This design comes from an exercise in tuning for small area on the open sky130 flow, not from production work.
The RTL was checked by simulation tests, not by an equivalence proof against the original design.
Power is estimated from default activity; no workload was simulated.

**flow/run.sh**
```bash
#!/bin/bash
# Standard ORFS layout (the standard.sh) with three changes:
#  - synthesis maps logic with an area-oriented ABC script (flow/synth.tcl);
#  - the port buffers that global placement inserts are the smallest buffer;
#  - clock tree synthesis uses clkbuf_8 and no dummy loads.
set -euo pipefail
here=$(pwd)
export BUFFER_PORTS_ARGS="-buffer_cell sky130_fd_sc_hd__buf_1"
export CTS_ARGS="-sink_clustering_enable -repair_clock_nets -buf_list sky130_fd_sc_hd__clkbuf_8 -dont_use_dummy_load"
bash standard.sh SYNTH_SCRIPT="$here/flow/synth.tcl" finish > standard_flow.log 2>&1
```
**flow/abc_area.script**
```
strash
&get -n
&st
&dc2
&syn2
&dch -f
&nf -R 1000
&put
topo
```
**flow/synth.tcl**
```tcl
# The standard flow's synthesis script (synth_recipe.tcl in the work folder), with one
# change: Yosys's abc step maps the logic with flow/abc_area.script, an
# area-oriented ABC script, instead of ORFS's speed script. Registers are
# mapped before abc, so they are the same as in the standard synthesis.
set flow_dir [file dirname [file normalize [info script]]]
proc abc {args} {
  global flow_dir
  set i [lsearch -exact $args -script]
  if {$i >= 0} { lset args [expr {$i + 1}] [file join $flow_dir abc_area.script] }
  yosys abc {*}$args
}
source [file join [file dirname $flow_dir] synth_recipe.tcl]
```
**standard.sh**
```bash
#!/bin/bash
# synth_recipe.tcl (not shown) runs the flow's synth.tcl, then flattens the netlist and writes it again
# the make line also repeats each setting of config.mk as NAME=value (left out here)
make -C /OpenROAD-flow-scripts/flow DESIGN_CONFIG=/design/flow/config.mk WORK_HOME=/design/flow/orfs CLKGATE_MAP_FILE= SYNTH_SCRIPT=/design/flow/synth_recipe.tcl "${@:-finish}"
```
**config.mk**
```make
export PLATFORM = sky130hd
export DESIGN_NAME = delqa_ethmac
export DESIGN_NICKNAME = delqa_ethmac
export VERILOG_FILES = /design/flow/design.v
export SDC_FILE = /design/flow/constraint.sdc
export NUM_CORES = 4
export LEC_CHECK = 0
export CAP_MARGIN = 20
export CORE_MARGIN = 2
export CORE_UTILIZATION = 40
export SLEW_MARGIN = 20
```
**constraint.sdc**
```tcl
create_clock -name core_clock -period 8.0 [get_ports {clk}]
set_input_delay 1.6000 -clock core_clock [delete_from_list [all_inputs] [get_ports {clk}]]
set_output_delay 1.6000 -clock core_clock [all_outputs]
set_load 0.01 [all_outputs]
```
**design.v**
```verilog
module crc_n(
   input  [31:0] q,
   input  [7:0]  t,
   output [31:0] nxt
);
wire [31:0] f;
assign f[0]  = t[0] ^ t[6];
assign f[1]  = t[0] ^ t[1] ^ t[6] ^ t[7];
assign f[2]  = t[0] ^ t[1] ^ t[2] ^ t[6] ^ t[7];
assign f[3]  = t[1] ^ t[2] ^ t[3] ^ t[7];
assign f[4]  = t[0] ^ t[2] ^ t[3] ^ t[4] ^ t[6];
assign f[5]  = t[0] ^ t[1] ^ t[3] ^ t[4] ^ t[5] ^ t[6] ^ t[7];
assign f[6]  = t[1] ^ t[2] ^ t[4] ^ t[5] ^ t[6] ^ t[7];
assign f[7]  = t[0] ^ t[2] ^ t[3] ^ t[5] ^ t[7];
assign f[8]  = t[0] ^ t[1] ^ t[3] ^ t[4];
assign f[9]  = t[1] ^ t[2] ^ t[4] ^ t[5];
assign f[10] = t[0] ^ t[2] ^ t[3] ^ t[5];
assign f[11] = t[0] ^ t[1] ^ t[3] ^ t[4];
assign f[12] = t[0] ^ t[1] ^ t[2] ^ t[4] ^ t[5] ^ t[6];
assign f[13] = t[1] ^ t[2] ^ t[3] ^ t[5] ^ t[6] ^ t[7];
assign f[14] = t[2] ^ t[3] ^ t[4] ^ t[6] ^ t[7];
assign f[15] = t[3] ^ t[4] ^ t[5] ^ t[7];
assign f[16] = t[0] ^ t[4] ^ t[5];
assign f[17] = t[1] ^ t[5] ^ t[6];
assign f[18] = t[2] ^ t[6] ^ t[7];
assign f[19] = t[3] ^ t[7];
assign f[20] = t[4];
assign f[21] = t[5];
assign f[22] = t[0];
assign f[23] = t[0] ^ t[1] ^ t[6];
assign f[24] = t[1] ^ t[2] ^ t[7];
assign f[25] = t[2] ^ t[3];
assign f[26] = t[0] ^ t[3] ^ t[4] ^ t[6];
assign f[27] = t[1] ^ t[4] ^ t[5] ^ t[7];
assign f[28] = t[2] ^ t[5] ^ t[6];
assign f[29] = t[3] ^ t[6] ^ t[7];
assign f[30] = t[4] ^ t[7];
assign f[31] = t[5];
assign nxt = {q[23:0], 8'h00} ^ f;
endmodule
module ethsend(
   input             clk,
   input             clr,
   input             txena,       
   output            txdone,      
   output            txen,        
   output     [7:0]  dataout,     
   input      [15:0] txbdata,     
   output     [9:0]  txbaddr,     
   input      [10:0] txcntb,      
   input             skipb        
);
localparam IDLE  = 3'd0;
localparam START = 3'd1;
localparam PRE   = 3'd2;
localparam DATA  = 3'd3;
localparam TAIL  = 3'd4;    
localparam DONE  = 3'd5;
reg  [2:0]  st;
reg  [10:0] p;              
reg  [31:0] crc;
wire s_idle = (st == IDLE);
wire s_pre  = (st == PRE);
wire s_data = (st == DATA);
wire s_tail = (st == TAIL);
assign txbaddr = p[10:1];
assign txdone  = (st == DONE);
assign txen    = s_pre | s_data | (s_tail & (p[3:2] == 2'b00));
wire [7:0]  dbyte  = p[0] ? txbdata[15:8] : txbdata[7:0];
wire        sfd    = (p[2:0] == 3'd7);
wire [10:0] last_p = ~txcntb + {9'd0, skipb, skipb};
wire        last   = (p == last_p);
assign dataout = s_pre  ? {sfd, 7'h55} :
                 s_data ? dbyte :
                 ~{crc[24], crc[25], crc[26], crc[27], crc[28], crc[29], crc[30], crc[31]};
wire [1:0]  u = p[1:0];
wire [7:0]  tpre = {u == 2'd1 | u == 2'd3, u == 2'd0, 1'b0, u == 2'd3,
                    u[1], u == 2'd0, u[0] ~^ u[1], u != 2'd0};
wire [7:0]  t = s_data ? (crc[31:24] ^
                {dbyte[0], dbyte[1], dbyte[2], dbyte[3], dbyte[4], dbyte[5], dbyte[6], dbyte[7]}) :
                s_tail ? 8'h00 : tpre;
wire [31:0] crc_nxt;
crc_n crc_tx(.q(crc), .t(t), .nxt(crc_nxt));
always @(posedge clk) begin
   crc <= crc_nxt;
   if (s_idle)
      p <= 11'h7F7;
   else if (s_data & last)
      p <= 11'd0;
   else if (s_pre & sfd)
      p <= {9'd0, skipb, skipb};
   else
      p <= p + 1'b1;
   if (clr)
      st <= IDLE;
   else case (st)
      IDLE:  if (txena) st <= START;
      START: st <= PRE;
      PRE:   if (sfd) st <= DATA;
      DATA:  if (last) st <= TAIL;
      TAIL:  if (p[3:0] == 4'hF) st <= DONE;
      DONE:  if (~txena) st <= IDLE;
      default: st <= IDLE;
   endcase
end
endmodule
module ethreceive(
   input             clk,
   input             clr,
   input             rxena,
   input      [7:0]  datain,
   input             rxdv,
   input             rxer,
   input             rxdone,
   output     [10:0] rxcntb,
   output     [9:0]  rxbaddr,
   output     [15:0] rxbdata,
   output reg        rxwrn,
   output reg        rxrdy,
   output reg        err_gen,
   output reg        err_crc,
   output     [47:0] mac_data,
   output reg        mac_rdy,
   input             cmp_done,
   input             cmp_res,
   output reg [1:0]  sfrtyp
);
localparam IDLE    = 3'd0;
localparam SIX_55  = 3'd1;
localparam SPD_D5  = 3'd2;
localparam RX_DATA = 3'd3;
localparam RX_LAST = 3'd4;
localparam RX_CRC  = 3'd5;
localparam CHK_MAC = 3'd6;
localparam FINISH  = 3'd7;
reg  [2:0]  st;
reg  [10:0] n;
reg  [47:0] recmac;
reg  [7:0]  hi, lo;
reg  [5:0]  tmo;
reg         crc_bad;
reg  [31:0] crc;
wire s_data = (st == RX_DATA);
wire s_last = (st == RX_LAST);
wire byte_ok = s_data & rxdv & ~rxer;
wire n3 = (n == 11'd3);
assign mac_data = recmac;
assign rxbaddr  = n[10:1];
assign rxcntb   = {n[10:1] - 1'b1, n[0]};
assign rxbdata  = {hi & {8{~s_last}}, lo};
wire [1:0]  u = n[1:0];
wire [7:0]  tpre = {u == 2'd2 | u == 2'd0, u == 2'd1, 1'b0, u == 2'd0,
                    u == 2'd3 | u == 2'd0, u == 2'd1, u == 2'd1 | u == 2'd0, u != 2'd1};
wire [7:0]  t = s_data ? (crc[31:24] ^ {datain[0], datain[1], datain[2], datain[3],
                                        datain[4], datain[5], datain[6], datain[7]}) : tpre;
wire [31:0] crc_nxt;
crc_n crc_rx(.q(crc), .t(t), .nxt(crc_nxt));
always @(posedge clk) begin
   crc <= crc_nxt;
   if (s_data) crc_bad <= (crc != 32'hC704DD7B);
   if (byte_ok & ~mac_rdy) recmac <= {datain, recmac[47:8]};
   if (byte_ok & ~n[0]) lo <= datain;
   if (byte_ok &  n[0]) hi <= datain;
   if (st == RX_CRC) tmo <= 6'd0;
   else if (st == CHK_MAC) tmo <= tmo + 1'b1;
   case (st)
      IDLE, SPD_D5: n <= 11'h7FE;
      SIX_55:  n <= n + 1'b1;
      RX_DATA: if (byte_ok) n <= n + 1'b1;
      default: ;
   endcase
   if (clr) begin
      st <= IDLE;
      rxrdy <= 1'b0;
      err_gen <= 1'b0;
      err_crc <= 1'b0;
      rxwrn <= 1'b0;
      mac_rdy <= 1'b0;
      sfrtyp <= 2'b00;
   end
   else begin
      case (st)
         IDLE: begin
            rxwrn <= 1'b0;
            mac_rdy <= 1'b0;
            sfrtyp <= 2'b00;
            if (rxdv & rxena & (datain == 8'h55)) begin
               err_gen <= 1'b0;
               err_crc <= 1'b0;
               st <= SIX_55;
            end
         end
         SIX_55: begin
            if (~rxer & rxdv & (datain == 8'h55)) begin
               if (n3) st <= SPD_D5;
            end
            else begin
               err_gen <= 1'b1;
               st <= IDLE;
            end
         end
         SPD_D5: begin
            if (~rxer & rxdv & (datain == 8'hD5))
               st <= RX_DATA;
            else begin
               err_gen <= 1'b1;
               st <= IDLE;
            end
         end
         RX_DATA: begin
            if (rxwrn & (n[10:1] == 10'd6)) begin
               if ({hi, lo} == 16'o0220) sfrtyp <= 2'b01;
               if ({hi, lo} == 16'o1140) sfrtyp <= 2'b10;
            end
            if (rxer) begin
               err_gen <= 1'b1;
               st <= IDLE;
            end
            else if (rxdv) begin
               if (n3) mac_rdy <= 1'b1;
               rxwrn <= n[0];
            end
            else begin
               rxwrn <= 1'b0;
               st <= RX_LAST;
            end
         end
         RX_LAST: begin
            if (n[0] & ~rxwrn)
               rxwrn <= 1'b1;
            else begin
               rxwrn <= 1'b0;
               st <= RX_CRC;
            end
         end
         RX_CRC: begin
            if (crc_bad) err_crc <= 1'b1;
            st <= CHK_MAC;
         end
         CHK_MAC: begin
            if (cmp_done)
               st <= cmp_res ? FINISH : IDLE;
            else if (tmo == 6'd63)
               st <= IDLE;
         end
         FINISH: begin
            if (rxdone) begin
               rxrdy <= 1'b0;
               st <= IDLE;
            end
            else rxrdy <= 1'b1;
         end
      endcase
   end
end
endmodule
module delqa_ethmac(
   input          clk,         
   input          rst,         
   input          rx_ena,      
   input          loop,        
   input          skipb,       
   input          tx_req,      
   input          rx_done,     
   input  [10:0]  tx_cnt,      
   output [9:0]   txb_adr,     
   input  [15:0]  txb_dat,     
   output         tx_done,     
   output         e_txen,      
   output [7:0]   e_txd,       
   input          e_rxdv,      
   input          e_rxer,      
   input  [7:0]   e_rxd,       
   output         rxb_we,      
   output [9:0]   rxb_adr,     
   output [15:0]  rxb_dat,     
   output [10:0]  rx_cnt,      
   output         rx_rdy,      
   output         rx_err,      
   output         rx_crc_err,  
   output [1:0]   sfrtyp,      
   output         mac_rdy,     
   output [47:0]  mac_data,    
   input          cmp_done,    
   input          cmp_res      
);
wire        txens;
wire [7:0]  txdb;
assign e_txen = ~loop & txens;
assign e_txd  = txdb;
ethsend ethsendm(
   .clk(clk),
   .clr(rst),
   .txena(tx_req),
   .txdone(tx_done),
   .txen(txens),
   .dataout(txdb),
   .txbdata(txb_dat),
   .txbaddr(txb_adr),
   .txcntb(tx_cnt),
   .skipb(skipb)
);
ethreceive ethrcvm(
   .clk(clk),
   .clr(rst),
   .rxena(loop | rx_ena),
   .datain(loop ? txdb : e_rxd),
   .rxdv(loop ? txens : e_rxdv),
   .rxer(~loop & e_rxer),
   .rxdone(rx_done),
   .rxcntb(rx_cnt),
   .rxbaddr(rxb_adr),
   .rxbdata(rxb_dat),
   .rxwrn(rxb_we),
   .rxrdy(rx_rdy),
   .err_gen(rx_err),
   .err_crc(rx_crc_err),
   .mac_data(mac_data),
   .mac_rdy(mac_rdy),
   .cmp_done(cmp_done),
   .cmp_res(cmp_res),
   .sfrtyp(sfrtyp)
);
endmodule
```
==> metrics.md, run 1 <==
| Metric | Value |
|---|---|
| Status | `no timing/DRC/antenna violations` |
| Post-synthesis register bit count | `between 150 and 200` |
| CP endpoint kind | `primary output` |
| Worst-Margin Slew | `a little over 0.9 ns` |
| Final WS setup | `between 3 and 4 ns` |
| CTS clk-pin slew, worst paths | `about 0.080 ns` |
| Grt total ovfl | `0` |
| Synth-to-Final Area Change | `14.5%` |
| Worst rel slew slack | `38.0%` |
| Largest net degree at the start of global routing | `a little under 50` |
| Final wirelength | `~17 mm` |
| Final #Nets | `917` |
| Tot GR Track Use | `between 10% and 20%` |
| Postcts setup bufs | `0` |
| Crit path kind | `flip-flop to primary output` |
| Hold_buf cts | `0` |
| IO buf count | `about 160` |
| CP startpoint kind | `flip-flop` |
| GR peak layer | `met2` |
| Crit path arrival time | `between 2 and 3 ns` |
| Most frequent cells after synthesis | `xnor2_1 (105), dfxtp_1 (94), xor2_1 (78)` |
| Worst min-delay path class | `flip-flop to flip-flop` |
| RSZ-0062 raised after global routing | `false` |
| Number of max-cap violations | `0` |
| Synthesized area | `a little under 8000 µm²` |
| Setup Viol. Count Final | `0` |
| Routed via count | `roughly 5500` |
| Main synth FF type | `dfxtp_1` |
| Seq/Total Area, Yosys | `about 54%` |
| Die area | `around 20000 µm²` |
| Most common cell in the netlist | `xnor2_1` |
| Placed instance count | `1097` |
| Vias per cell | `around 4.9` |
| Clock sink count | `170` |
| Post-synthesis async set-or-reset flop share | `0%` |
| Met3 usage | `4.12%` |
| Met1 usage | `a little under a quarter` |
| DRT Pass-1 Iters | `4` |
| Antenna viol nets, final | `0` |
| Syn Area/Cell | `approximately 11 µm²` |
| Finished Layout Cells | `~1100` |
| Clk latency of the worst-skew pair | `0.45 ns` |
| CTS tree | `built` |
| Crit path required time | `~6.4 ns` |
| Cell taking the most area after synthesis | `edfxtp_1` |
| Initial Util | `about two fifths` |
| Drt first-iter violations | `261` |
| Period utilisation layout | `between 50% and 60%` |
| Vias in the first global route | `approximately 5200` |
| Antenna diode count | `0` |
| DRC | `0` |
| DP Worst Slack | `~3.3 ns` |
| Rows | `50` |
| CTS Buf Count | `17` |
| CTS Buffer Depth | `2` |
| Hold_ws | `around 0.43 ns` |
| Endpoints failing hold | `0` |
| Max VDD drop | `~270 µV` |
| # H-tree levels | `4` |
| Clock tree root buffer cell | `clkbuf_8` |
| Initial antenna violation count | `0` |
| PD cells | `between 400 and 500 nW/µm²` |
| Layout Skew | `about 0.03 ns` |
| Routability cong. | `about 0.85` |
| Post-layout min period | `about 4.3 ns` |
| Core ar. | `18800 µm²` |
| Mapped Cells | `roughly 690` |
| Ports | `between 150 and 200` |
| Top cells by area, synth | `edfxtp_1 (30%), dfxtp_1 (24%), xnor2_1 (12%)` |
| Leak pwr | `~0.0030 µW` |
| Post-synthesis cell type count | `46` |
| Mapped Nets | `between 700 and 800` |
| YS warnings | `2` |
| GRT met2 Usage | `between 20% and 30%` |
| Pins Over Slew Limit | `0` |
| Post-synth EDFFs | `76` |
| Chip height | `roughly 140 µm` |
| Top-area cell type share of the netlist area | `roughly 30%` |
| First-pass GRT wire length | `between 20 and 30 mm` |
| Max FO, Critical Path | `14` |
| Die W | `roughly 140 µm` |
| Wire per inst | `about 16 µm` |
| Max Fclk | `0.231 GHz` |
| Setup TNS | `0 ns` |
| Layout cells sized above 1 | `2.69%` |
| Post-CTS sizing | `0` |
| HPWL after DPL | `around 13 mm` |
[cells by family (layout without fill, tap and decap cells)]
logic type / after synthesis / after routing / synth area share [%]
buffers and inverters: 36 / 204 / 2.23
XOR/XNOR: 183 / 183 / 20.7
AND/OR/NAND/NOR: 188 / 188 / 12.3
flip-flops: 170 / 170 / 53.9
adder cells (fa/ha/maj): 15 / 15 / 2.53
multiplexers: 17 / 17 / 2.20
AO/OA/AOI/OAI: 77 / 77 / 6.10
[layer usage]
layer	vias to the layer above	part of all wire [%]	wire length (µm)
met3	29	5.5	959
li1	2704	-	-
met5	-	0	0
met2	135	46	7940
met4	0	2.6	454
met1	2588	46	8070
[cells in the final DEF (no fill, tap or decap), types with 19 or more instances in the layout]
| master | synthesis | final |
|---|---|---|
| clkinv_1 | 26 | 26 |
| dfxtp_1 | 94 | 94 |
| o21ai_0 | 25 | 25 |
| buf_1 | 0 | 157 |
| nand2_1 | 29 | 29 |
| edfxtp_1 | 76 | 76 |
| nor2_1 | 59 | 58 |
| xor2_1 | 78 | 78 |
| xnor2_1 | 105 | 105 |
| a21oi_1 | 19 | 19 |
[where the power goes]
part	switching, µW	internal (µW)
clock	255	188
combinational	1020	838
sequential	217	1230
[final timing paths]
check	from	endpoint	slack [ns]	cells after the start
setup reg to reg	ethsendm.st[1]	ethrcvm.crc[9]	3.77	11
hold reg to reg	ethsendm.crc[12]	ethsendm.crc[20]	0.43	1
setup / recovery	ethsendm.st[1]	e_txd[7]	3.67	5
hold / removal	ethsendm.crc[12]	ethsendm.crc[20]	0.43	1
[area by class of cell]
type / count / area [µm²]
clock buffer: 17 / 234
fill: 1808 / 9980
inverter: 26 / 97.6
multi-input combinational: 480 / 3410
sequential: 170 / 4160
tap: 260 / 325
timing repair buffer: 161 / 619
[state kept, by name (all words and copies together), names as in the netlist, 6 cells and up]
signal          cells
ethrcvm.crc        32
ethsendm.crc       32
ethrcvm.n          11
ethrcvm.hi          8
ethrcvm.lo          8
ethrcvm.tmo         6
ethsendm.p         11
ethrcvm.recmac     48
[worst max-delay path, cell delays in order (launching register included)]
cell and delay, ns:
dfxtp_1 0.43, nor2b_1 0.66, nand2_1 0.51, o221a_1 0.48, clkinv_1 0.07, buf_1 0.14
[metrics by stage]
stage / area [µm²] / power [µW] / utilization, %
after floorplan: 7730 / 2900 / -
after global placement: 8610 / 3310 / 45.7
after detailed placement: 8610 / 3330 / 45.7
after CTS: 8840 / 3790 / 47.0
after global routing: 8850 / 4030 / 47.0
final: 8850 / 3750 / 47.0
==> inputs of run 2 (changes only) <==
--- a/flow/run.sh
+++ b/flow/run.sh
@@ -6,5 +6,5 @@
 set -euo pipefail
 here=$(pwd)
 export BUFFER_PORTS_ARGS="-buffer_cell sky130_fd_sc_hd__buf_1"
-export CTS_ARGS="-sink_clustering_enable -repair_clock_nets -buf_list sky130_fd_sc_hd__clkbuf_8 -dont_use_dummy_load"
+export CTS_ARGS="-sink_clustering_enable -repair_clock_nets -buf_list sky130_fd_sc_hd__clkbuf_16 -dont_use_dummy_load"
 bash standard.sh SYNTH_SCRIPT="$here/flow/synth.tcl" finish > standard_flow.log 2>&1
==> run 2 against run 1 <==
  * Still clean
  * Area after synthesis is the same
  * Non-clock buffer count is the same
  * Via count shrank 0.27%
  * Final cell count is the same
  * Clock skew shrank 0.0076 ns
  * Hold slack lost 0.0029 ns
  * Sequential cell count is the same
  * Setup slack gained 0.017 ns
  * Register-to-register slack gained 0.03 ns
  * Count of clock-buffer cells in the layout is the same
==> metrics.md, run 2 <==
| Metric | Value |
|---|---|
| P_sw | `1520 µW (+1.6%)` |
| Post-layout min period | `4.31 ns (-0.0171 ns)` |
| Top cells by area, synth | `edfxtp_1 (30%), dfxtp_1 (24%), xnor2_1 (12%)` |
| Max FFs per register | `48 (unchanged)` |
| Core ar. | `18800 µm² (unchanged)` |
| Crit path kind | `primary input to flip-flop` |
| Reg with most FFs | `ethrcvm.recmac` |
| Worst-Margin Slew | `0.919 ns (-0.00809 ns)` |
| Worst rel slew slack | `38.5% (+0.54 points)` |
| Post-synthesis async set-or-reset flop share | `0% (unchanged)` |
| Setup TNS | `0 ns (unchanged)` |
| CTS Buffer Depth | `2 (unchanged)` |
| Max FO, Critical Path | `13 (-1)` |
| CP max stage delay | `0.66 ns (about the same)` |
| Status | `no timing/DRC/antenna violations` |
| Mapped Nets | `747 (unchanged)` |
| RSZ-0062 raised after global routing | `false` |
| Number of max-cap violations | `0 (unchanged)` |
| Antenna viol nets, final | `0 (unchanged)` |
| Final #Nets | `917 (unchanged)` |
| Period utilisation layout | `53.9% (-0.21 points)` |
| Internal | `2440 µW (+8.1%)` |
| Drt first-iter violations | `308 (+18%)` |
| Clock power share | `16.3% (+4.5 points)` |
| IO buf count | `157 (unchanged)` |
| FILL cells | `1783 (-1.4%)` |
| Mapped Cells | `686 (unchanged)` |
| Routability cong. | `0.853 (unchanged)` |
| Routed via count | `5441 (-0.27%)` |
| Main synth FF type | `dfxtp_1` |
| Setup Viol. Count Final | `0 (unchanged)` |
| DRT Pass-1 Iters | `5 (+1)` |
| Ports | `158 (unchanged)` |
| Post-synthesis register bit count | `170 (unchanged)` |
| Hold_buf cts | `0 (unchanged)` |
| Most common cell in the netlist | `xnor2_1` |
| Commonest non-fill, non-tap cell in the layout | `buf_1` |
| Clock sink count | `170 (unchanged)` |
| Final wirelength | `17.4 mm (about the same)` |
| Chip height | `143 µm (unchanged)` |
| Switching Fraction | `38.4% (-1.5 points)` |
| Post-CTS sizing | `0 (unchanged)` |
| Max Fclk | `0.232 GHz (+0.40%)` |
| CTS clk-pin slew, worst paths | `0.06 ns (-0.02 ns)` |
| Max VDD drop | `247 µV (-7.7%)` |
| Syn Area/Cell | `11.3 µm² (unchanged)` |
| Antenna diode count | `0 (unchanged)` |
| CP startpoint kind | `primary input` |
| Synth-to-Final Area Change | `16.9%` |
| Rows | `50 (unchanged)` |
| CTS Buf Count | `17 (unchanged)` |
| Layout cells sized above 1 | `2.69% (unchanged)` |
| Largest regs | `ethrcvm.recmac x48, ethrcvm.crc x32, ethsendm.crc x32` |
| Fraction of power consumed by sequential logic | `36.6% (-2.0 points)` |
| Tot GR Track Use | `17.2% (+0.086 points)` |
| Postcts setup bufs | `0 (unchanged)` |
| Critical Path Slowest Stage Cell | `or4_1` |
| Leak pwr | `0.00313 µW (+2.9%)` |
| Vias per cell | `4.88 (-0.27%)` |
| DRC | `0 (unchanged)` |
| PD cells | `438 nW/µm² (+3.3%)` |
| Die W | `143 µm (unchanged)` |
| Post-synthesis cell type count | `46 (unchanged)` |
| Most frequent cells after synthesis | `xnor2_1 (105), dfxtp_1 (94), xor2_1 (78)` |
| First-pass GRT wire length | `27.0 mm (+0.33%)` |
| Clk latency of the worst-skew pair | `0.42 ns (-0.03 ns)` |
| Synthesized area | `7730 µm² (unchanged)` |
| YS warnings | `2 (unchanged)` |
| Endpoints failing hold | `0 (unchanged)` |
| Pins Over Slew Limit | `0 (unchanged)` |
| CP endpoint kind | `flip-flop` |
| Cell taking the most area after synthesis | `edfxtp_1` |
| Hold_ws | `0.422 ns (-0.00287 ns)` |
| Power share of the combinational group | `47.0% (-2.6 points)` |
| Post-synth EDFFs | `76 (unchanged)` |
| Cell family with most CP delay | `simple AND/OR/NAND/NOR gates` |
| CP bufs+invs | `2 (unchanged)` |
| Layout Skew | `0.0219 ns (-0.00755 ns)` |
| Worst min-delay path class | `flip-flop to flip-flop` |
| Die area | `20500 µm² (unchanged)` |
| # H-tree levels | `4 (unchanged)` |
| Crit path required time | `8.27 ns (+1.87 ns)` |
| Largest net degree at the start of global routing | `49 (unchanged)` |
| Clock tree root buffer cell | `clkbuf_16` |
| CTS tree | `built` |
| Vias in the first global route | `5182 (+0.019%)` |
| Wire per inst | `15.6 µm (about the same)` |
| Top-area cell type share of the netlist area | `29.5% (unchanged)` |
| Initial antenna violation count | `0 (unchanged)` |
| Seq/Total Area, Yosys | `53.9% (unchanged)` |
| CP Cell Sequence | `buf_1 > clkinv_1 > nor2_1 > nor2_1 > nor4_1 > a41oi_1 > or4_1 > nor4_1 > nor3_1` |
| Crit path arrival time | `4.58 ns (+1.85 ns)` |
| Most frequent cells in the layout | `buf_1 (157), xnor2_1 (105), dfxtp_1 (94), xor2_1 (78), edfxtp_1 (76)` |
| HPWL after DPL | `13.4 mm (unchanged)` |
| Grt total ovfl | `0 (unchanged)` |
| Initial Util | `41.0% (unchanged)` |
run 2: cell count changes in the layout (fill, tap and decap cells not counted):
cell / before / now
clkbuf_16: 0 / 17
clkbuf_8: 17 / 0
run 2: cell families after synthesis:
group                      Yosys count  synth area share, %
and+or+nand+nor                    188                 12.3
xor gates and xnor gates           183                 20.7
DFF                                170                 53.9
AOI/OAI and AO/OA                   77                 6.10
buffers and inverters               36                 2.23
muxes                               17                 2.20
adders and majority gates           15                 2.53
run 2: final timing paths:
kind | from | to | slack (ns) | depth (start not counted)
setup / recovery | loop | ethrcvm.st[2] | 3.69 | 9
setup reg to reg | ethsendm.st[1] | ethrcvm.crc[9] | 3.80 | 11
hold / removal | ethsendm.crc[12] | ethsendm.crc[20] | 0.42 | 1
hold reg to reg | ethsendm.crc[12] | ethsendm.crc[20] | 0.42 | 1
run 2: through the flow:
step,power [µW],area (µm²),instances,utilization (%),setup slack (ns)
floorplan,2900,7730,686,-,3.31
global placement,3310,8610,1097,45.7,3.43
detailed placement,3330,8610,1097,45.7,3.28
CTS,4000,9030,1114,48.0,3.72
global route,4240,9040,1114,48.0,3.42
finish,3960,9040,1114,48.0,3.69
run 2: power by group through the flow:
stage	clock network, µW	registers, µW	logic (µW)
after detailed placement	0	1470	1860
final	645	1450	1860
after floorplan	0	1430	1480
after global placement	0	1470	1840
after global routing	704	1480	2050
after CTS	669	1450	1880
run 2: area by class of cell:
cell class / count / area, µm² / area share [%]
Multi-Input combinational cell: 480 / 3410 / 37.7
Inverter: 26 / 97.6 / 1.08
Timing Repair Buffer: 161 / 619 / 6.85
Clock buffer: 17 / 425 / 4.71
Tap cell: 260 / 325 / 3.60
Sequential cell: 170 / 4160 / 46.1
run 2: layer usage:
metal / share of wire [%] / global-route usage [%]
met5: 0 / 0
met4: 2.2 / 5.89
met3: 5.4 / 4.69
met2: 46 / 27.4
met1: 47 / 22.7
==> inputs of run 3 (changes only) <==
--- a/flow/run.sh
+++ b/flow/run.sh
@@ -6,5 +6,5 @@
 set -euo pipefail
 here=$(pwd)
 export BUFFER_PORTS_ARGS="-buffer_cell sky130_fd_sc_hd__buf_1"
-export CTS_ARGS="-sink_clustering_enable -repair_clock_nets -buf_list sky130_fd_sc_hd__clkbuf_16 -dont_use_dummy_load"
+export CTS_ARGS="-sink_clustering_enable -repair_clock_nets -buf_list sky130_fd_sc_hd__clkbuf_8 -sink_clustering_size 25 -dont_use_dummy_load"
 bash standard.sh SYNTH_SCRIPT="$here/flow/synth.tcl" finish > standard_flow.log 2>&1
==> run 3 against run 2 <==
  * Critical path type is now flip-flop to primary output
  * First-iteration DRC count fell by 15%
  * Fmax fell by 0.40%
  * Power fell by 5.2%
  * Highest routed layer unchanged
  * Routed wire length is essentially flat
  * Cell area down 2.1%
  * Final cell count is the same
  * Global-route usage fell by 0.086 points
  * Hold slack improved by 0.0029 ns
  * Non-clock buffer count is the same
  * Critical path depth decreased by 4
  * Die area unchanged
==> metrics.md, run 3 <==
| Metric | Value |
|---|---|
| Switching Fraction | `39.8% (+1.5 points)` |
| Max FFs per register | `48 (unchanged)` |
| Mapped Nets | `747 (unchanged)` |
| Antenna viol nets, final | `0 (unchanged)` |
| Max VDD drop | `268 µV (+8.4%)` |
| Most frequent cells after synthesis | `xnor2_1 (105), dfxtp_1 (94), xor2_1 (78)` |
| Largest regs | `ethrcvm.recmac x48, ethrcvm.crc x32, ethsendm.crc x32` |
| Internal | `2260 µW (-7.5%)` |
| Layout cells sized above 1 | `2.69% (unchanged)` |
| Syn Area/Cell | `11.3 µm² (unchanged)` |
| Mapped Cells | `686 (unchanged)` |
| Drt first-iter violations | `261 (-15%)` |
| Number of max-cap violations | `0 (unchanged)` |
| Clock sink count | `170 (unchanged)` |
| CTS Buf Count | `17 (unchanged)` |
| Routed via count | `5456 (+0.28%)` |
| Die W | `143 µm (unchanged)` |
| Worst-Margin Slew | `0.927 ns (+0.00809 ns)` |
| CTS tree | `built` |
| Initial antenna violation count | `0 (unchanged)` |
| Crit path arrival time | `2.73 ns (-1.85 ns)` |
| Post-synthesis async set-or-reset flop share | `0% (unchanged)` |
| Fraction of power consumed by sequential logic | `38.6% (+2.0 points)` |
| Endpoints failing hold | `0 (unchanged)` |
| Post-synthesis cell type count | `46 (unchanged)` |
| Hold_buf cts | `0 (unchanged)` |
| Largest net degree at the start of global routing | `49 (unchanged)` |
| Routability cong. | `0.853 (unchanged)` |
| CP endpoint kind | `primary output` |
| Post-CTS sizing | `0 (unchanged)` |
| Core ar. | `18800 µm² (unchanged)` |
| Commonest non-fill, non-tap cell in the layout | `buf_1` |
| Ports | `158 (unchanged)` |
| Clk latency of the worst-skew pair | `0.45 ns (+0.03 ns)` |
| P_sw | `1490 µW (-1.5%)` |
| Setup TNS | `0 ns (unchanged)` |
| Crit path required time | `6.40 ns (-1.87 ns)` |
| Setup Viol. Count Final | `0 (unchanged)` |
| HPWL after DPL | `13.4 mm (unchanged)` |
| YS warnings | `2 (unchanged)` |
| Clock tree root buffer cell | `clkbuf_8` |
| CP startpoint kind | `flip-flop` |
| Max Fclk | `0.231 GHz (-0.40%)` |
| Post-synthesis register bit count | `170 (unchanged)` |
| Top cells by area, synth | `edfxtp_1 (30%), dfxtp_1 (24%), xnor2_1 (12%)` |
| CTS clk-pin slew, worst paths | `0.08 ns (+0.02 ns)` |
| First-pass GRT wire length | `26.9 mm (-0.33%)` |
| Main synth FF type | `dfxtp_1` |
| DRC | `0 (unchanged)` |
| Post-layout min period | `4.33 ns (+0.0171 ns)` |
| Power share of the combinational group | `49.6% (+2.6 points)` |
| # H-tree levels | `4 (unchanged)` |
| Top-area cell type share of the netlist area | `29.5% (unchanged)` |
| Most frequent cells in the layout | `buf_1 (157), xnor2_1 (105), dfxtp_1 (94), xor2_1 (78), edfxtp_1 (76)` |
| Layout Skew | `0.0294 ns (+0.00755 ns)` |
| Most common cell in the netlist | `xnor2_1` |
| PD cells | `424 nW/µm² (-3.2%)` |
| Clock power share | `11.8% (-4.5 points)` |
| Leak pwr | `0.00304 µW (-2.8%)` |
| Max FO, Critical Path | `14 (+1)` |
| Worst min-delay path class | `flip-flop to flip-flop` |
| Final wirelength | `17.4 mm (about the same)` |
| Die area | `20500 µm² (unchanged)` |
| CTS Buffer Depth | `2 (unchanged)` |
| Chip height | `143 µm (unchanged)` |
| Worst rel slew slack | `38.0% (-0.54 points)` |
| Period utilisation layout | `54.1% (+0.21 points)` |
| Synth-to-Final Area Change | `14.5%` |
| Pins Over Slew Limit | `0 (unchanged)` |
| Wire per inst | `15.6 µm (about the same)` |
| Final #Nets | `917 (unchanged)` |
| Vias per cell | `4.90 (+0.28%)` |
| Post-synth EDFFs | `76 (unchanged)` |
| Status | `no timing/DRC/antenna violations` |
| Tot GR Track Use | `17.1% (-0.086 points)` |
| DRT Pass-1 Iters | `4 (-1)` |
| Postcts setup bufs | `0 (unchanged)` |
| Rows | `50 (unchanged)` |
| Initial Util | `41.0% (unchanged)` |
| Seq/Total Area, Yosys | `53.9% (unchanged)` |
| IO buf count | `157 (unchanged)` |
| Reg with most FFs | `ethrcvm.recmac` |
| RSZ-0062 raised after global routing | `false` |
| Antenna diode count | `0 (unchanged)` |
| Hold_ws | `0.425 ns (+0.00287 ns)` |
| Cell taking the most area after synthesis | `edfxtp_1` |
| Vias in the first global route | `5181 (-0.019%)` |
| Synthesized area | `7730 µm² (unchanged)` |
| Crit path kind | `flip-flop to primary output` |
| Grt total ovfl | `0 (unchanged)` |
-- run 3: stage by stage --
step	cells	utilization [%]	setup WS [ns]	power, µW	cell area (µm²)
5_1_grt	1114	47.0	3.42	4030	8850
2_1_floorplan	686	-	3.31	2900	7730
3_5_place_dp	1097	45.7	3.28	3330	8610
3_3_place_gp	1097	45.7	3.43	3310	8610
4_1_cts	1114	47.0	3.70	3790	8840
6_report	1114	47.0	3.67	3750	8850
-- run 3: layout make-up --
class / instances / area, µm²
Multi-Input combinational cell: 480 / 3410
Timing Repair Buffer: 161 / 619
Inverter: 26 / 97.6
Tap cell: 260 / 325
Clock buffer: 17 / 234
Fill cell: 1808 / 9980
Sequential cell: 170 / 4160
-- run 3: power groups by stage --
stage	sequential (µW)	clock (µW)	combinational [µW]
2_1_floorplan	1430	0	1480
3_3_place_gp	1470	0	1840
3_5_place_dp	1470	0	1860
4_1_cts	1450	463	1870
5_1_grt	1480	494	2050
6_report	1450	442	1860
-- run 3: cells by family after synthesis --
| group | Yosys count | synth area share (%) |
|---|---|---|
| AND/OR/NAND/NOR | 188 | 12.3 |
| XOR/XNOR | 183 | 20.7 |
| flip-flops | 170 | 53.9 |
| AO/OA/AOI/OAI | 77 | 6.10 |
| buffers and inverters | 36 | 2.23 |
| multiplexers | 17 | 2.20 |
| adder cells (fa/ha/maj) | 15 | 2.53 |
-- run 3: worst max-delay path: stages (launching register included) --
cell	delay, ns
dfxtp_1	0.43
nor2b_1	0.66
nand2_1	0.51
o221a_1	0.48
clkinv_1	0.07
buf_1	0.14
-- run 3: final timing paths --
path / slack, ns / to / start / cells past startpoint
worst max-delay path: 3.67 / e_txd[7] / ethsendm.st[1] / 5
worst min-delay path: 0.43 / ethsendm.crc[20] / ethsendm.crc[12] / 1
worst max register to register: 3.77 / ethrcvm.crc[9] / ethsendm.st[1] / 11
worst min register to register: 0.43 / ethsendm.crc[20] / ethsendm.crc[12] / 1
-- run 3: metal layers --
layer	vias up	track usage (%)	part of all wire, %
li1	2704	-	-
met1	2588	22.5	46
met2	135	27.1	46
met3	29	4.12	5.5
met4	0	7.19	2.6
met5	-	0	0
==> inputs of run 4 (changes only) <==
--- a/flow/run.sh
+++ b/flow/run.sh
@@ -6,5 +6,5 @@
 set -euo pipefail
 here=$(pwd)
 export BUFFER_PORTS_ARGS="-buffer_cell sky130_fd_sc_hd__buf_1"
-export CTS_ARGS="-sink_clustering_enable -repair_clock_nets -buf_list sky130_fd_sc_hd__clkbuf_8 -sink_clustering_size 25 -dont_use_dummy_load"
+export CTS_ARGS="-sink_clustering_enable -repair_clock_nets -buf_list {sky130_fd_sc_hd__clkbuf_4 sky130_fd_sc_hd__clkbuf_8} -dont_use_dummy_load"
 bash standard.sh SYNTH_SCRIPT="$here/flow/synth.tcl" finish > standard_flow.log 2>&1
==> run 4 against run 3 <==
  * Setup slack is the same
  * Critical path type unchanged
  * Global-route usage is the same
  * Utilization is the same
  * Combinational power hardly changed
  * Clock skew did not move
  * Highest routed layer unchanged
  * Final cell count unchanged
  * First-iteration DRC count unchanged
==> metrics.md, run 4 <==
| Metric | Value |
|---|---|
| RSZ-0062 raised after global routing | `false` |
| Fraction of power consumed by sequential logic | `38.6% (about the same)` |
| Most common cell in the netlist | `xnor2_1` |
| First-pass GRT wire length | `26.9 mm (unchanged)` |
| Rows | `50 (unchanged)` |
| Ports | `158 (unchanged)` |
| Routability cong. | `0.853 (unchanged)` |
| Synthesized area | `7730 µm² (unchanged)` |
| Final wirelength | `17.4 mm (unchanged)` |
| Internal | `2260 µW (unchanged)` |
| IO buf count | `157 (unchanged)` |
| Initial antenna violation count | `0 (unchanged)` |
| Number of max-cap violations | `0 (unchanged)` |
| Switching Fraction | `39.8% (unchanged)` |
| Mapped Nets | `747 (unchanged)` |
| Postcts setup bufs | `0 (unchanged)` |
| Max FFs per register | `48 (unchanged)` |
| Die W | `143 µm (unchanged)` |
| Post-layout min period | `4.33 ns (unchanged)` |
| Met3 routed WL | `959 µm (unchanged)` |
| Crit path kind | `flip-flop to primary output` |
| Die area | `20500 µm² (unchanged)` |
| Setup Viol. Count Final | `0 (unchanged)` |
| Tot GR Track Use | `17.1% (unchanged)` |
| Clock sink count | `170 (unchanged)` |
| Clk latency of the worst-skew pair | `0.45 ns (about the same)` |
| Antenna diode count | `0 (unchanged)` |
| Most frequent cells after synthesis | `xnor2_1 (105), dfxtp_1 (94), xor2_1 (78)` |
| Clock power share | `11.8% (about the same)` |
| PD cells | `424 nW/µm² (unchanged)` |
| Top cells by area, synth | `edfxtp_1 (30%), dfxtp_1 (24%), xnor2_1 (12%)` |
| Post-synthesis register bit count | `170 (unchanged)` |
| Worst rel slew slack | `38.0% (unchanged)` |
| Clock tree root buffer cell | `clkbuf_8` |
| DRT Pass-1 Iters | `4 (unchanged)` |
| Layout cells sized above 1 | `2.69% (unchanged)` |
| Seq/Total Area, Yosys | `53.9% (unchanged)` |
| CTS tree | `built` |
| Drt first-iter violations | `261 (unchanged)` |
| P_sw | `1490 µW (unchanged)` |
| Metal2 WL | `7.94 mm (unchanged)` |
| Status | `no timing/DRC/antenna violations` |
| Crit path required time | `6.40 ns (about the same)` |
| Syn Area/Cell | `11.3 µm² (unchanged)` |
| Pins Over Slew Limit | `0 (unchanged)` |
| HPWL after DPL | `13.4 mm (unchanged)` |
| DRT met1 WL | `8.07 mm (unchanged)` |
| Chip height | `143 µm (unchanged)` |
| Worst min-delay path class | `flip-flop to flip-flop` |
| Wire per inst | `15.6 µm (unchanged)` |
| CTS Buffer Depth | `2 (unchanged)` |
| Commonest non-fill, non-tap cell in the layout | `buf_1` |
| Synth-to-Final Area Change | `14.5% (unchanged)` |
| Vias per cell | `4.90 (unchanged)` |
| Leak pwr | `0.00304 µW (unchanged)` |
| Top-area cell type share of the netlist area | `29.5% (unchanged)` |
| Largest regs | `ethrcvm.recmac x48, ethrcvm.crc x32, ethsendm.crc x32` |
| Top Layer Used | `met4` |
| Routed via count | `5456 (unchanged)` |
| Core ar. | `18800 µm² (unchanged)` |
| Final #Nets | `917 (unchanged)` |
| Worst-Margin Slew | `0.927 ns (unchanged)` |
| Hold_buf cts | `0 (unchanged)` |
| Post-route design area | `8850 µm² (unchanged)` |
| Main synth FF type | `dfxtp_1` |
| Endpoints failing hold | `0 (unchanged)` |
| Reg with most FFs | `ethrcvm.recmac` |
| Vias in the first global route | `5181 (unchanged)` |
| Power share of the combinational group | `49.6% (about the same)` |
| Area after DPL | `8610 µm² (unchanged)` |
| Max VDD drop | `268 µV (unchanged)` |
| CTS Buf Count | `17 (unchanged)` |
| Most frequent cells in the layout | `buf_1 (157), xnor2_1 (105), dfxtp_1 (94), xor2_1 (78), edfxtp_1 (76)` |
| Initial Util | `41.0% (unchanged)` |
| # H-tree levels | `4 (unchanged)` |
| Post-synthesis cell type count | `46 (unchanged)` |
| CTS clk-pin slew, worst paths | `0.08 ns (about the same)` |
| CP startpoint kind | `flip-flop` |
| Cell taking the most area after synthesis | `edfxtp_1` |
| Largest net degree at the start of global routing | `49 (unchanged)` |
| Grt total ovfl | `0 (unchanged)` |
| Post-synth EDFFs | `76 (unchanged)` |
| Max Fclk | `0.231 GHz (unchanged)` |
| Post-CTS sizing | `0 (unchanged)` |
| Period utilisation layout | `54.1% (unchanged)` |
| YS warnings | `2 (unchanged)` |
| Crit path arrival time | `2.73 ns (about the same)` |
| Post-synthesis async set-or-reset flop share | `0% (unchanged)` |
| Setup TNS | `0 ns (unchanged)` |
| Antenna viol nets, final | `0 (unchanged)` |
| DRC | `0 (unchanged)` |
| CP endpoint kind | `primary output` |
| Mapped Cells | `686 (unchanged)` |
| Layout Skew | `0.0294 ns (unchanged)` |
| Max FO, Critical Path | `14 (unchanged)` |
-- run 4: through the flow --
stage	std cells	util [%]	hold slack (ns)	setup WS (ns)	total power, µW
after global routing	1114	47.0	0.435	3.42	4030
after floorplan	686	-	0.409	3.31	2900
after global placement	1097	45.7	0.412	3.43	3310
final	1114	47.0	0.425	3.67	3750
after CTS	1114	47.0	0.426	3.70	3790
after detailed placement	1097	45.7	0.415	3.28	3330
-- run 4: power groups by stage --
stage | Combinational [µW] | Clock [µW] | Sequential, µW
6_report | 1860 | 442 | 1450
5_1_grt | 2050 | 494 | 1480
4_1_cts | 1870 | 463 | 1450
3_5_place_dp | 1860 | 0 | 1470
3_3_place_gp | 1840 | 0 | 1470
2_1_floorplan | 1480 | 0 | 1430
-- run 4: path summary, 6_finish.rpt --
kind,start,end,slack [ns],cells past startpoint
worst max register to register,ethsendm.st[1],ethrcvm.crc[9],3.77,11
worst min-delay path,ethsendm.crc[12],ethsendm.crc[20],0.43,1
worst min register to register,ethsendm.crc[12],ethsendm.crc[20],0.43,1
worst max-delay path,ethsendm.st[1],e_txd[7],3.67,5
-- run 4: worst max-delay path, cell delays in order, from the launching register on --
cell	delay, ns
dfxtp_1	0.43
nor2b_1	0.66
nand2_1	0.51
o221a_1	0.48
clkinv_1	0.07
buf_1	0.14
-- run 4: cells by family after synthesis --
kind of cell | Yosys count | synth area share [%]
xor+xnor | 183 | 20.7
fa+ha+maj | 15 | 2.53
compound gates | 77 | 6.10
buf+inv | 36 | 2.23
simple gates | 188 | 12.3
mux | 17 | 2.20
flops | 170 | 53.9
-- run 4: layout make-up --
type | count | area [µm²]
Fill cell | 1808 | 9980
Sequential cell | 170 | 4160
Clock buffer | 17 | 234
Multi-Input combinational cell | 480 | 3410
Timing Repair Buffer | 161 | 619
Tap cell | 260 | 325
Inverter | 26 | 97.6
-- run 4: metal layers --
layer	GRT usage (%)	vias to the layer above
met5	0	-
met4	7.19	0
met3	4.12	29
met2	27.1	135
met1	22.5	2588
li1	-	2704
==> inputs of run 5 (changes only) <==
--- a/flow/run.sh
+++ b/flow/run.sh
@@ -6,5 +6,5 @@
 set -euo pipefail
 here=$(pwd)
 export BUFFER_PORTS_ARGS="-buffer_cell sky130_fd_sc_hd__buf_1"
-export CTS_ARGS="-sink_clustering_enable -repair_clock_nets -buf_list {sky130_fd_sc_hd__clkbuf_4 sky130_fd_sc_hd__clkbuf_8} -dont_use_dummy_load"
+export CTS_ARGS="-sink_clustering_enable -repair_clock_nets -buf_list sky130_fd_sc_hd__clkbuf_8 -sink_clustering_size 30 -sink_clustering_max_diameter 100 -dont_use_dummy_load"
 bash standard.sh SYNTH_SCRIPT="$here/flow/synth.tcl" finish > standard_flow.log 2>&1
==> run 5 against run 4 <==
  * Sequential power about the same
  * Hold slack is the same
  * Critical endpoint unchanged
  * Critical path type unchanged
  * Non-clock buffer count stayed put
==> metrics.md, run 5 <==
| Metric | Value |
|---|---|
| Status | `no timing/DRC/antenna violations` |
| Clock tree root buffer cell | `clkbuf_8` |
| CTS tree | `built` |
| Die area | `20500 µm² (unchanged)` |
| Top-area cell type share of the netlist area | `29.5% (unchanged)` |
| Die W | `143 µm (unchanged)` |
| Synth-to-Final Area Change | `14.5% (unchanged)` |
| GRT met2 Usage | `27.1% (unchanged)` |
| Simple-gate share of the synthesized area | `12.3% (unchanged)` |
| FILL cells | `1808 (unchanged)` |
| Fraction of power consumed by sequential logic | `38.6% (about the same)` |
| CTS clk-pin slew, worst paths | `0.08 ns (about the same)` |
| Routed via count | `5456 (unchanged)` |
| Worst min-delay path class | `flip-flop to flip-flop` |
| DRT Pass-1 Iters | `4 (unchanged)` |
| Max Fclk | `0.231 GHz (unchanged)` |
| Final WS setup | `3.67 ns (unchanged)` |
| Ports | `158 (unchanged)` |
| P_sw | `1490 µW (unchanged)` |
| Clock sink count | `170 (unchanged)` |
| Top cells by area, synth | `edfxtp_1 (30%), dfxtp_1 (24%), xnor2_1 (12%)` |
| Crit path required time | `6.40 ns (about the same)` |
| Most frequent cells after synthesis | `xnor2_1 (105), dfxtp_1 (94), xor2_1 (78)` |
| Max FO, Critical Path | `14 (unchanged)` |
| Post-route design area | `8850 µm² (unchanged)` |
| Max FFs per register | `48 (unchanged)` |
| Initial Util | `41.0% (unchanged)` |
| Post-layout min period | `4.33 ns (unchanged)` |
| Drt first-iter violations | `261 (unchanged)` |
| Reg with most FFs | `ethrcvm.recmac` |
| Synth Area in Compound Gates | `6.10% (unchanged)` |
| Main synth FF type | `dfxtp_1` |
| Syn Area/Cell | `11.3 µm² (unchanged)` |
| Grt total ovfl | `0 (unchanged)` |
| Largest net degree at the start of global routing | `49 (unchanged)` |
| RSZ-0062 raised after global routing | `false` |
| Clk latency of the worst-skew pair | `0.45 ns (about the same)` |
| Switching Fraction | `39.8% (unchanged)` |
| GR peak layer | `met2` |
| Mapped Cells | `686 (unchanged)` |
| Clock power share | `11.8% (about the same)` |
| Initial antenna violation count | `0 (unchanged)` |
| Routability cong. | `0.853 (unchanged)` |
| Crit path kind | `flip-flop to primary output` |
| Rows | `50 (unchanged)` |
| Pins Over Slew Limit | `0 (unchanged)` |
| Worst rel slew slack | `38.0% (unchanged)` |
| Period utilisation layout | `54.1% (unchanged)` |
| Most common cell in the netlist | `xnor2_1` |
| IO buf count | `157 (unchanged)` |
| Hold_buf cts | `0 (unchanged)` |
| Reg2reg setup slack | `3.77 ns (about the same)` |
| Internal | `2260 µW (unchanged)` |
| Final wirelength | `17.4 mm (unchanged)` |
| Setup Viol. Count Final | `0 (unchanged)` |
| Cell taking the most area after synthesis | `edfxtp_1` |
| Max VDD drop | `268 µV (unchanged)` |
| Crit path arrival time | `2.73 ns (about the same)` |
| Util after Layout | `47.0% (unchanged)` |
| Layout cells sized above 1 | `2.69% (unchanged)` |
| Tot GR Track Use | `17.1% (unchanged)` |
| Met3 usage | `4.12% (unchanged)` |
| Chip height | `143 µm (unchanged)` |
| Area share of fa/ha/maj cells after synthesis | `2.53% (unchanged)` |
| Area after DPL | `8610 µm² (unchanged)` |
| CP endpoint kind | `primary output` |
| Post-synth EDFFs | `76 (unchanged)` |
| Post-synthesis register bit count | `170 (unchanged)` |
| Core ar. | `18800 µm² (unchanged)` |
| Synthesized area | `7730 µm² (unchanged)` |
| Largest family of logic cells by synthesized area | `XOR/XNOR gates` |
| First-pass GRT wire length | `26.9 mm (unchanged)` |
| Multi-input logic area | `3410 µm² (unchanged)` |
| CTS Buffer Depth | `2 (unchanged)` |
| Commonest non-fill, non-tap cell in the layout | `buf_1` |
| Worst-Margin Slew | `0.927 ns (unchanged)` |
| PD cells | `424 nW/µm² (unchanged)` |
| Power share of the combinational group | `49.6% (about the same)` |
| DP Worst Slack | `3.28 ns (unchanged)` |
| Antenna diode count | `0 (unchanged)` |
| Hold_ws | `0.425 ns (unchanged)` |
| Vias per cell | `4.90 (unchanged)` |
| Post-synthesis async set-or-reset flop share | `0% (unchanged)` |
| Endpoints failing hold | `0 (unchanged)` |
| Xor and xnor area share after synthesis | `20.7% (unchanged)` |
| Setup TNS | `0 ns (unchanged)` |
| Antenna viol nets, final | `0 (unchanged)` |
| Largest regs | `ethrcvm.recmac x48, ethrcvm.crc x32, ethsendm.crc x32` |
| Final #Nets | `917 (unchanged)` |
| Mapped Nets | `747 (unchanged)` |
| Seq/Total Area, Yosys | `53.9% (unchanged)` |
| Postcts setup bufs | `0 (unchanged)` |
| Most frequent cells in the layout | `buf_1 (157), xnor2_1 (105), dfxtp_1 (94), xor2_1 (78), edfxtp_1 (76)` |
| CTS Buf Count | `17 (unchanged)` |
| Vias in the first global route | `5181 (unchanged)` |
| YS warnings | `2 (unchanged)` |
| Wire per inst | `15.6 µm (unchanged)` |
| Post-CTS sizing | `0 (unchanged)` |
| Sequential Area | `4160 µm² (unchanged)` |
| CP startpoint kind | `flip-flop` |
| Number of max-cap violations | `0 (unchanged)` |
| Met1 usage | `22.5% (unchanged)` |
| Post-synthesis cell type count | `46 (unchanged)` |
| Leak pwr | `0.00304 µW (unchanged)` |
| Layout Skew | `0.0294 ns (unchanged)` |
| Fraction of synthesized area in multiplexers | `2.20% (unchanged)` |
| HPWL after DPL | `13.4 mm (unchanged)` |
| # H-tree levels | `4 (unchanged)` |
| DRC | `0 (unchanged)` |
## run 5: cell counts after synthesis
Identical to the previous run, type by type.
## run 5: cell families (layout without fill, tap and decap cells)
family                     count (synthesis)  after routing
AOI/OAI and AO/OA                         77             77
xor gates and xnor gates                 183            183
adders and majority gates                 15             15
buffers and inverters                     36            204
DFF                                      170            170
muxes                                     17             17
and+or+nand+nor                          188            188
## run 5: final timing paths
path                                        from          endpoint  depth (start not counted)
worst min-delay path            ethsendm.crc[12]  ethsendm.crc[20]                          1
worst max register to register    ethsendm.st[1]    ethrcvm.crc[9]                         11
worst max-delay path              ethsendm.st[1]          e_txd[7]                          5
worst min register to register  ethsendm.crc[12]  ethsendm.crc[20]                          1
## run 5: cell type report
class / count / share of cell area, %
Clock buffer: 17 / 2.64
Inverter: 26 / 1.10
Tap cell: 260 / 3.68
Sequential cell: 170 / 47.1
Multi-Input combinational cell: 480 / 38.5
Timing Repair Buffer: 161 / 7.00
## run 5: power groups by stage
stage          Clock [µW]  Sequential [µW]  Combinational [µW]
6_report              442             1450                1860
4_1_cts               463             1450                1870
5_1_grt               494             1480                2050
3_5_place_dp            0             1470                1860
3_3_place_gp            0             1470                1840
2_1_floorplan           0             1430                1480
## run 5: metrics by stage
step	power, µW	instances
floorplan	2900	686
global placement	3310	1097
detailed placement	3330	1097
CTS	3790	1114
global route	4030	1114
finish	3750	1114
## run 5: critical path, stage by stage (launching register included)
cell and delay, ns:
dfxtp_1 0.43, nor2b_1 0.66, nand2_1 0.51, o221a_1 0.48, clkinv_1 0.07, buf_1 0.14
## run 5: metal layers
layer	part of all wire (%)	up-vias	wire, µm
met5	0	-	0
met4	2.6	0	454
met3	5.5	29	959
met2	46	135	7940
met1	46	2588	8070
li1	-	2704	-
==> inputs of run 6 (changes only) <==
==> run.sh (new file) <==
#!/bin/bash
# synth_recipe.tcl (not shown) runs the flow's synth.tcl, then flattens the netlist and writes it again
# the make line also repeats each setting of config.mk as NAME=value (left out here)
make -C /OpenROAD-flow-scripts/flow DESIGN_CONFIG=/design/flow/config.mk WORK_HOME=/design/flow/orfs CLKGATE_MAP_FILE= SYNTH_SCRIPT=/design/flow/synth_recipe.tcl finish
removed: flow/run.sh
removed: flow/abc_area.script
removed: flow/synth.tcl
removed: standard.sh
==> run 6 against run 5 <==
  * Still clean
  * Setup slack lost 0.53 ns
  * Hold slack improved by 0.0016 ns
  * Sequential share of layout area is 9.0 points lower
  * Sequential power is 8% lower
  * Combinational power decreased by 14%
  * Final cell count rose by 9.6%
  * First-iteration DRC count is 1.9% higher
  * Clock power rose by 95%
  * Non-clock buffer count unchanged
  * Utilization up 5.0 points
  * Die area is 11% higher
  * Critical path type is now primary input to primary output
==> metrics.md, run 6 <==
| Metric | Value |
|---|---|
| Most frequent cells after synthesis | `xnor2_1 (101), dfxtp_1 (94), edfxtp_1 (76)` |
| Max VDD drop | `313 µV (+17%)` |
| Initial Util | `40.8% (-0.25 points)` |
| Max FFs per register | `48 (unchanged)` |
| Largest regs | `ethrcvm.recmac x48, ethrcvm.crc x32, ethsendm.crc x32` |
| Routed via count | `6139 (+13%)` |
| Synthesized area | `8580 µm² (+11%)` |
| Setup Viol. Count Final | `0 (unchanged)` |
| Die area | `22600 µm² (+11%)` |
| Vias in the first global route | `5920 (+14%)` |
| Post-layout min period | `4.86 ns (+0.526 ns)` |
| GRT met2 Usage | `28.6% (+1.5 points)` |
| CP endpoint kind | `primary output` |
| Layout cells sized above 1 | `7.62% (+4.9 points)` |
| CTS Buf Count | `17 (unchanged)` |
| Chip height | `150 µm (+5.2%)` |
| Top cell by count, worst path | `clkdlybuf4s50_1` |
| Vias per cell | `5.03 (+2.7%)` |
| Antenna viol nets, final | `0 (unchanged)` |
| Top cells by area, synth | `edfxtp_1 (27%), dfxtp_1 (22%), xnor2_1 (10%)` |
| Core ar. | `21000 µm² (+12%)` |
| Top-area cell type share of the netlist area | `26.6% (-2.9 points)` |
| CTS Buffer Depth | `2 (unchanged)` |
| Crit path kind | `primary input to primary output` |
| CP Cell Sequence | `clkdlybuf4s50_1 > mux2i_1 > a221o_2 > inv_1 > clkdlybuf4s50_1` |
| Mapped Cells | `787 (+15%)` |
| Number of max-cap violations | `0 (unchanged)` |
| Final wirelength | `20.3 mm (+17%)` |
| CP startpoint kind | `primary input` |
| Seq/Total Area, Yosys | `48.5% (-5.3 points)` |
| Hold_ws | `0.427 ns (+0.00158 ns)` |
| Worst-Margin Slew | `0.911 ns (-0.0159 ns)` |
| Final #Nets | `993 (+8.3%)` |
| PD cells | `348 nW/µm² (-18%)` |
| Main synth FF type | `dfxtp_1` |
| GR peak layer | `met2` |
| Clock sink count | `170 (unchanged)` |
| Max FO, Critical Path | `3 (-11)` |
| Status | `no timing/DRC/antenna violations` |
| Met3 usage | `4.24% (+0.12 points)` |
| Ports | `158 (unchanged)` |
| Wire per inst | `16.7 µm (+6.5%)` |
| Period utilisation layout | `60.7% (+6.6 points)` |
| Tot GR Track Use | `18.1% (+0.94 points)` |
| Crit path required time | `6.40 ns (about the same)` |
| Commonest non-fill, non-tap cell in the layout | `clkdlybuf4s50_1` |
| Post-synth EDFFs | `76 (unchanged)` |
| Largest net degree at the start of global routing | `49 (unchanged)` |
| Post-synthesis cell type count | `82 (+78%)` |
| Mapped Nets | `848 (+14%)` |
| RSZ-0062 raised after global routing | `false` |
| Rows | `53 (+6.0%)` |
| Worst min-delay path class | `flip-flop to flip-flop` |
| Hold_buf cts | `0 (unchanged)` |
| CTS tree | `built` |
| Synth-to-Final Area Change | `27.5%` |
| Crit path arrival time | `3.26 ns (+0.53 ns)` |
| Reg with most FFs | `ethrcvm.recmac` |
| Drt first-iter violations | `266 (+1.9%)` |
| Clk latency of the worst-skew pair | `0.43 ns (-0.02 ns)` |
| CTS clk-pin slew, worst paths | `0.07 ns (about the same)` |
| Most common cell in the netlist | `xnor2_1` |
| CP max stage delay | `0.53 ns (-0.13 ns)` |
| YS warnings | `2 (unchanged)` |
| Post-CTS sizing | `0 (unchanged)` |
| Met1 usage | `25.0% (+2.5 points)` |
| Cell taking the most area after synthesis | `edfxtp_1` |
| Grt total ovfl | `0 (unchanged)` |
| Setup TNS | `0 ns (unchanged)` |
| DRC | `0 (unchanged)` |
| Postcts setup bufs | `0 (unchanged)` |
| First-pass GRT wire length | `31.8 mm (+18%)` |
| Syn Area/Cell | `10.9 µm² (-3.3%)` |
| Post-synthesis register bit count | `170 (unchanged)` |
| DRT Pass-1 Iters | `4 (unchanged)` |
| Pins Over Slew Limit | `0 (unchanged)` |
| Worst rel slew slack | `38.5% (+0.52 points)` |
| Die W | `150 µm (+5.2%)` |
| HPWL after DPL | `15.4 mm (+15%)` |
| Post-synthesis async set-or-reset flop share | `0% (unchanged)` |
| Leak pwr | `0.00392 µW (+29%)` |
| Placed instance count | `1188 (+8.3%)` |
| Initial antenna violation count | `1 (+1)` |
| IO buf count | `157 (unchanged)` |
| Most frequent cells in the layout | `clkdlybuf4s50_1 (157), xnor2_1 (101), dfxtp_1 (94), edfxtp_1 (76), xor2_1 (61)` |
| Endpoints failing hold | `0 (unchanged)` |
| # H-tree levels | `4 (unchanged)` |
| Routability cong. | `0.830 (-2.7%)` |
| Critical Path Slowest Stage Cell | `clkdlybuf4s50_1` |
| Layout Skew | `0.0121 ns (-0.0174 ns)` |
| Max Fclk | `0.206 GHz (-11%)` |
| Finished Layout Cells | `1221 (+9.6%)` |
| Clock tree root buffer cell | `clkbuf_16` |
## run 6: power breakdown
| part | internal, µW | leakage, µW | switching (µW) |
|---|---|---|---|
| clock | 459 | 0.000307 | 405 |
| sequential | 1150 | 0.00146 | 195 |
| combinational | 794 | 0.00215 | 811 |
## run 6: worst paths after layout
check	startpoint	endpoint	slack (ns)	cells after the start
min reg2reg	ethsendm.crc[12]	ethsendm.crc[20]	0.43	1
max reg2reg	ethsendm.p[0]	ethrcvm.crc[7]	4.30	9
max	txb_dat[15]	e_txd[7]	3.14	5
min	ethsendm.crc[12]	ethsendm.crc[20]	0.43	1
## run 6: area by class of cell
class | count | area [µm²]
clock inverter | 15 | 203
fill | 1903 | 10100
timing repair buffer | 161 | 1600
inverter | 26 | 97.6
sequential | 170 | 4160
multi-input combinational | 556 | 4100
antenna | 1 | 2.50
clock buffer | 17 | 425
tap | 275 | 344
## run 6: kinds of logic (layout without fill, tap and decap cells)
group	Yosys count	count (layout)	share of synthesized area, %
fa+ha+maj	15	15	2.28
compound gates	114	114	10.3
xor+xnor	171	171	18.4
mux	11	11	1.62
flops	170	170	48.5
simple gates	245	245	15.1
other cells	0	1	0
buf+inv	61	219	3.73
## run 6: critical path, delay by kind of cell
kind | cells | cell delay [ns]
buffers and inverters | 3 | 1.06
muxes | 1 | 0.10
AOI/OAI and AO/OA | 1 | 0.50
## run 6: per-stage QoR
step / instance area (µm²) / power, µW / utilization, % / setup WS, ns
floorplan: 8580 / 2580 / - / 2.87
global placement: 10300 / 2960 / 49.0 / 3.14
detailed placement: 10300 / 2970 / 49.0 / 3.14
CTS: 10900 / 3850 / 52.0 / 3.14
global route: 10900 / 4040 / 52.0 / 3.09
finish: 10900 / 3810 / 52.0 / 3.14
## run 6: layer usage
metal  up-vias  wire, µm
met5         -        13
met4         2       199
met3        19      1330
met2       182      9150
met1      2881      9640
li1       3055         -

==> re-timing with driven ports <==
The results above use ideal ports. As a check the final layouts listed here were re-extracted and re-timed, cells and wires unchanged.
Step 1 assumes that a clkbuf_16 drives the clock port and a buf_2 every other input.
Step 2 times the ports against the registers' clock, not the clock port: input delays grow and output delays shrink by t, the midpoint of the rising clock arrivals with the driver on.
Slacks: no drivers / after step 1 / after step 2; pairs: no drivers / after step 1.
run	t (ns)	setup WS [ns]	worst register clock-pin slew, ns
run 1	0.479	3.670 / 3.627 / 3.241	0.09 / 0.09
run 2	0.456	3.687 / 3.662 / 3.249	0.07 / 0.07
run 3	0.479	3.670 / 3.627 / 3.241	0.09 / 0.09
run 4	0.479	3.670 / 3.627 / 3.241	0.09 / 0.09
run 5	0.479	3.670 / 3.627 / 3.241	0.09 / 0.09
run 6	0.466	3.144 / 3.118 / 3.118	0.08 / 0.08
After both steps setup and hold are still met in every run listed. For run 2, which loses most, drivers alone change the setup slack by -0.025 ns; drivers and shift together by -0.438 ns.
